Context: an optimization exercise on an open-source flow, tuned for small area and a short achievable clock period. The choices shown serve that exercise and are no tape-out recipe. The RTL was checked by simulation tests, not by an equivalence proof against the original design.

==> run F: inputs <==
Design processingElement, start of the top module:
module processingElement (
    clk,
    reset,
    floatA,
    floatB,
    result
);
clock: 24.0 ns
lec_check: 0
abc_area: 1
cap_margin: 60
core_margin: 2
core_utilization: 40
slew_margin: 60
synth_hierarchical: 1
standard.sh (not shown) runs the stock make flow with config.mk's settings and CLKGATE_MAP_FILE= SYNTH_SCRIPT=/design/flow/synth_recipe.tcl, a recipe that flattens the netlist after the stock synthesis.
==> flow/flow/run.sh <==
#!/bin/bash
# The standard layout (standard.sh: the standard flow's synthesis and ORFS flow, unchanged scripts) with
# two settings passed to ORFS's make:
#  - SETUP_SLACK_MARGIN: repair_timing aims for this much setup slack, so it sizes and buffers
#    the design's paths well beyond the 24 ns the SDC asks for (the SDC itself is unchanged);
#  - BUFFER_PORTS_ARGS: the port buffers that buffer_ports inserts on every input and output
#    are buf_4 cells instead of the delay cell it picks by default.
set -euo pipefail
bash standard.sh SETUP_SLACK_MARGIN=12 "BUFFER_PORTS_ARGS=-buffer_cell sky130_fd_sc_hd__buf_4" finish > standard_flow.log 2>&1
==> run K (differences from run F) <==
--- a/flow/design.v
+++ b/flow/design.v
@@ -1,35 +1,32 @@
 module floatMult (
     floatA,
     floatB,
-    acc,
-    sL,
-    eL,
-    mL,
-    sS,
-    mS,
-    shift,
-    sub,
-    d0,
-    pass,
-    passIfZero
+    sign,
+    expSum,
+    fraction,
+    zero
 );
     input [31:0] floatA, floatB;
-    input [31:0] acc;
-    output sL, sS, sub, d0, pass, passIfZero;
-    output [7:0] eL;
-    output [22:0] mL, mS;
-    output [4:0] shift;
-    wire [23:0] a = {1'b1, floatA[22:0]};
-    wire [23:0] b = {1'b1, floatB[22:0]};
-    wire [24:0] p;
-    wire [24:0] pFrac = p;
-    wire        pZero   = (floatA == 32'd0) || (floatB == 32'd0);
-    wire        pSign   = floatA[31] ^ floatB[31];
-    wire [ 7:0] pExpSum = floatA[30:23] + floatB[30:23];
+    output sign;
+    output [7:0] expSum;
+    output [24:0] fraction;
+    output zero;
+    mul24 MUL (
+        .a({1'b1, floatA[22:0]}),
+        .b({1'b1, floatB[22:0]}),
+        .p(fraction)
+    );
+    assign zero   = (floatA == 32'd0) || (floatB == 32'd0);
+    assign sign   = floatA[31] ^ floatB[31];
+    assign expSum = floatA[30:23] + floatB[30:23];
+endmodule
+module mul24 (a, b, p);
+    input [23:0] a, b;
+    output [24:0] p;
     wire one1;
     wire two2;
     wire neg3;
     wire pp4;
     wire pp5;
     wire pp6;
     wire pp7;
@@ -2303,14 +2300,46 @@
     assign p[18] = p1093 ^ g1274;
     assign p[19] = p1095 ^ g1232;
     assign p[20] = p1097 ^ g1276;
     assign p[21] = p1099 ^ g1212;
     assign p[22] = p1101 ^ g1278;
     assign p[23] = p1103 ^ g1234;
     assign p[24] = p1105 ^ g1280;
+endmodule
+module fa (a, b, c, s, co);
+    input a, b, c;
+    output s, co;
+    assign s  = a ^ b ^ c;
+    assign co = (a & b) | (a & c) | (b & c);
+endmodule
+module addPrep (
+    pSign,
+    pExpSum,
+    pFrac,
+    pZero,
+    acc,
+    sL,
+    eL,
+    mL,
+    sS,
+    mS,
+    shift,
+    sub,
+    d0,
+    pass,
+    passIfZero
+);
+    input pSign, pZero;
+    input [7:0] pExpSum;
+    input [24:0] pFrac;
+    input [31:0] acc;
+    output sL, sS, sub, d0, pass, passIfZero;
+    output [7:0] eL;
+    output [22:0] mL, mS;
+    output [4:0] shift;
     wire        hi = pFrac[24];
     wire [22:0] pMant = hi ? pFrac[23:1] : pFrac[22:0];
     wire [ 7:0] pExp0 = pExpSum + 8'd129;
     wire [ 7:0] pExp1 = pExpSum + 8'd130;
     wire [ 7:0] pExp = hi ? pExp1 : pExp0;
     wire       accZero = (acc == 32'd0);
     wire [7:0] eR = acc[30:23];
@@ -2334,20 +2363,14 @@
     assign mS    = selP ? acc[22:0] : pMant;
     assign shift = hi ? sh1 : sh0;
     assign sub   = pSign ^ acc[31];
     assign d0    = hi ? (pExp1 == eR) : (pExp0 == eR);
     assign pass  = pZero | accZero;
     assign passIfZero = ~pSign & (hi ? (pExp1 == 8'd0) : (pExp0 == 8'd0));
 endmodule
-module fa (a, b, c, s, co);
-    input a, b, c;
-    output s, co;
-    assign s  = a ^ b ^ c;
-    assign co = (a & b) | (a & c) | (b & c);
-endmodule
 module floatAdd (
     sL,
     eL,
     mL,
     sS,
     mS,
     shift,
@@ -2361,76 +2384,64 @@
     input [7:0] eL;
     input [22:0] mL, mS;
     input [4:0] shift;
     output [31:0] sum;
     wire [24:0] x = {2'b01, mL};
     wire [24:0] y = {1'b0, 1'b1, mS} >> shift;
     wire [24:0] q = sub ? ~y : y;
-    wire [24:0] ap = x ^ q;
-    wire [24:0] ag = x & q;
-    wire [24:0] ac0, ac1;
-    carry25 CARRY (
-        .g (ag),
-        .p (ap),
-        .c0(ac0),
-        .c1(ac1)
+    wire [24:0] s0, s1;
+    addc25 ADD (
+        .a (x),
+        .b (q),
+        .s0(s0),
+        .s1(s1)
     );
-    wire [24:0] s0 = ap ^ ac0;
-    wire [24:0] s1 = ap ^ ac1;
     wire        neg = sub & s1[24];
     wire [24:0] v = ~sub ? s0 : (s1[24] ? ~s0 : s1);
     wire        sgn = neg ? sS : sL;
     wire        isZero = sub & d0 & (s1 == 25'd0);
-    wire [31:0] zx = {v[23:0], 8'hff};
-    wire [15:0] zv1;
-    wire [15:0] zp1;
-    wire [ 7:0] zv2;
-    wire [15:0] zp2;
-    wire [ 3:0] zv3;
-    wire [11:0] zp3;
-    wire [ 1:0] zv4;
-    wire [ 7:0] zp4;
-    genvar i;
-    generate
-        for (i = 0; i < 16; i = i + 1) begin : l1
-            assign zv1[i] = zx[2*i+1] | zx[2*i];
-            assign zp1[i] = ~zx[2*i+1];
-        end
-        for (i = 0; i < 8; i = i + 1) begin : l2
-            assign zv2[i] = zv1[2*i+1] | zv1[2*i];
-            assign zp2[2*i+1:2*i] = zv1[2*i+1] ? {1'b0, zp1[2*i+1]} : {1'b1, zp1[2*i]};
-        end
-        for (i = 0; i < 4; i = i + 1) begin : l3
-            assign zv3[i] = zv2[2*i+1] | zv2[2*i];
-            assign zp3[3*i+2:3*i] = zv2[2*i+1] ? {1'b0, zp2[4*i+3:4*i+2]} : {1'b1, zp2[4*i+1:4*i]};
-        end
-        for (i = 0; i < 2; i = i + 1) begin : l4
-            assign zv4[i] = zv3[2*i+1] | zv3[2*i];
-            assign zp4[4*i+3:4*i] = zv3[2*i+1] ? {1'b0, zp3[6*i+5:6*i+3]} : {1'b1, zp3[6*i+2:6*i]};
-        end
-    endgenerate
-    wire [4:0] lz = zv4[1] ? {1'b0, zp4[7:4]} : {1'b1, zp4[3:0]};
+    wire [4:0] lz;
+    lzc24 LZC (
+        .d (v[23:0]),
+        .lz(lz)
+    );
     wire [23:0] vn = v[23:0] << lz;
-    wire [7:0] ey = ~{3'b000, lz};
-    wire [7:0] ep = eL ^ ey;
-    wire [7:0] eg = eL & ey;
-    wire [7:0] ec;
-    carry8 ECARRY (
-        .g(eg),
-        .p(ep),
-        .c(ec)
+    wire [ 7:0] eN;
+    expSub EXPSUB (
+        .e(eL),
+        .z(lz),
+        .d(eN)
     );
-    wire [7:0] eN = ep ^ ec;
     wire [ 7:0] eC = eL + 8'd1;
     wire passNow = pass | (passIfZero & (mS == 23'd0));
     assign sum = passNow ? {sL, eL, mL} :
                  isZero ? 32'd0 :
                  v[24] ? {sgn, eC, v[23:1]} :
                  {sgn, eN, vn[22:0]};
 endmodule
+module addc25 (
+    a,
+    b,
+    s0,
+    s1
+);
+    input [24:0] a, b;
+    output [24:0] s0, s1;
+    wire [24:0] p = a ^ b;
+    wire [24:0] g = a & b;
+    wire [24:0] c0, c1;
+    carry25 CARRY (
+        .g (g),
+        .p (p),
+        .c0(c0),
+        .c1(c1)
+    );
+    assign s0 = p ^ c0;
+    assign s1 = p ^ c1;
+endmodule
 module carry25 (
     g,
     p,
     c0,
     c1
 );
     input [24:0] g, p;
@@ -2467,14 +2478,33 @@
         end
     endgenerate
     wire [W-1:0] gAll = G[2*L-1];
     wire [W-1:0] pAll = P[2*L-1];
     assign c0 = {gAll[W-2:0], 1'b0};
     assign c1 = {gAll[W-2:0] | pAll[W-2:0], 1'b1};
 endmodule
+module expSub (
+    e,
+    z,
+    d
+);
+    input [7:0] e;
+    input [4:0] z;
+    output [7:0] d;
+    wire [7:0] y = ~{3'b000, z};
+    wire [7:0] p = e ^ y;
+    wire [7:0] g = e & y;
+    wire [7:0] c;
+    carry8 CARRY (
+        .g(g),
+        .p(p),
+        .c(c)
+    );
+    assign d = p ^ c;
+endmodule
 module carry8 (
     g,
     p,
     c
 );
     input [7:0] g, p;
     output [7:0] c;
@@ -2499,31 +2529,80 @@
     assign g3[3:0] = g2[3:0];
     assign g3[4] = g2[4] | (p2[4] & g2[3]);
     assign g3[5] = g2[5] | (p2[5] & g2[3]);
     assign g3[6] = g2[6] | (p2[6] & g2[3]);
     assign g3[7] = g2[7] | (p2[7] & g2[3]);
     assign c = {g3[6:0], 1'b1};
 endmodule
+module lzc24 (
+    d,
+    lz
+);
+    input [23:0] d;
+    output [4:0] lz;
+    wire [31:0] x = {d, 8'hff};
+    wire [15:0] v1;
+    wire [15:0] p1;
+    wire [7:0] v2;
+    wire [15:0] p2;
+    wire [3:0] v3;
+    wire [11:0] p3;
+    wire [1:0] v4;
+    wire [7:0] p4;
+    genvar i;
+    generate
+        for (i = 0; i < 16; i = i + 1) begin : l1
+            assign v1[i] = x[2*i+1] | x[2*i];
+            assign p1[i] = ~x[2*i+1];
+        end
+        for (i = 0; i < 8; i = i + 1) begin : l2
+            assign v2[i] = v1[2*i+1] | v1[2*i];
+            assign p2[2*i+1:2*i] = v1[2*i+1] ? {1'b0, p1[2*i+1]} : {1'b1, p1[2*i]};
+        end
+        for (i = 0; i < 4; i = i + 1) begin : l3
+            assign v3[i] = v2[2*i+1] | v2[2*i];
+            assign p3[3*i+2:3*i] = v2[2*i+1] ? {1'b0, p2[4*i+3:4*i+2]} : {1'b1, p2[4*i+1:4*i]};
+        end
+        for (i = 0; i < 2; i = i + 1) begin : l4
+            assign v4[i] = v3[2*i+1] | v3[2*i];
+            assign p4[4*i+3:4*i] = v3[2*i+1] ? {1'b0, p3[6*i+5:6*i+3]} : {1'b1, p3[6*i+2:6*i]};
+        end
+    endgenerate
+    assign lz = v4[1] ? {1'b0, p4[7:4]} : {1'b1, p4[3:0]};
+endmodule
 module processingElement (
     clk,
     reset,
     floatA,
     floatB,
     result
 );
     input clk, reset;
     input [31:0] floatA, floatB;
     output [31:0] result;
+    wire        pSign, pZero;
+    wire [ 7:0] pExpSum;
+    wire [24:0] pFrac;
+    floatMult FM (
+        .floatA  (floatA),
+        .floatB  (floatB),
+        .sign    (pSign),
+        .expSum  (pExpSum),
+        .fraction(pFrac),
+        .zero    (pZero)
+    );
     wire        nSL, nSS, nSub, nD0, nPass, nPassIfZero;
     wire [ 7:0] nEL;
     wire [22:0] nML, nMS;
     wire [ 4:0] nShift;
-    floatMult FM (
-        .floatA    (floatA),
-        .floatB    (floatB),
+    addPrep PREP (
+        .pSign     (pSign),
+        .pExpSum   (pExpSum),
+        .pFrac     (pFrac),
+        .pZero     (pZero),
         .acc       (result),
         .sL        (nSL),
         .eL        (nEL),
         .mL        (nML),
         .sS        (nSS),
         .mS        (nMS),
         .shift     (nShift),
==> run_results.csv <==
group,metric,value,unit
run_status,status,"no timing/DRC/antenna violations",
global_routing,grt_start_max_net_pins,58,
global_routing,grt_usage,25.46,%
sta,worst_hold_slack,731.4,ps
detailed_routing,met2WireLength,38.31,mm
cells_and_area,stdcell_area,0.02715,mm²
cells_and_area,multi_input_area_share,78.23,%
cells_and_area,multi_input_comb_cells,2666,
-- figures above: run F

==> run_results.csv <==
group,metric,value,unit
run_status,status,"no timing/DRC/antenna violations",
sta,worst_hold_slack,746.0,ps
cells_and_area,multi_input_comb_cells,3019,
global_routing,grt_usage,26.55,%
-- figures above: run K

## re-timing with driven ports
How much do the figures lean on ideal ports? The routed layouts below were timed once more, with nothing changed but the port constraints.
Step 1 assumes that a clkbuf_16 drives the clock port and a buf_2 every other input.
Step 2 also shifts input and output timing later by t, the mid clock arrival at the registers, as if the neighbouring blocks saw the same clock.
a / b / c = ideal ports / drivers / drivers and shift; a / b = the first two.
run | shift t [ns] | slack for setup (ns) | latest minus earliest clock arrival (ns) | slew at the worst register clock pin (ns)
run F | 0.387 | 12.308 / 12.269 / 11.952 | 0.007 / 0.007 | 0.06 / 0.06
run K | 0.387 | 12.344 / 12.368 / 11.982 | 0.006 / 0.007 | 0.06 / 0.06
After both steps setup and hold are still met in every run listed. For run K, which loses most, drivers alone change the setup slack by +0.024 ns; drivers and shift together by -0.362 ns.
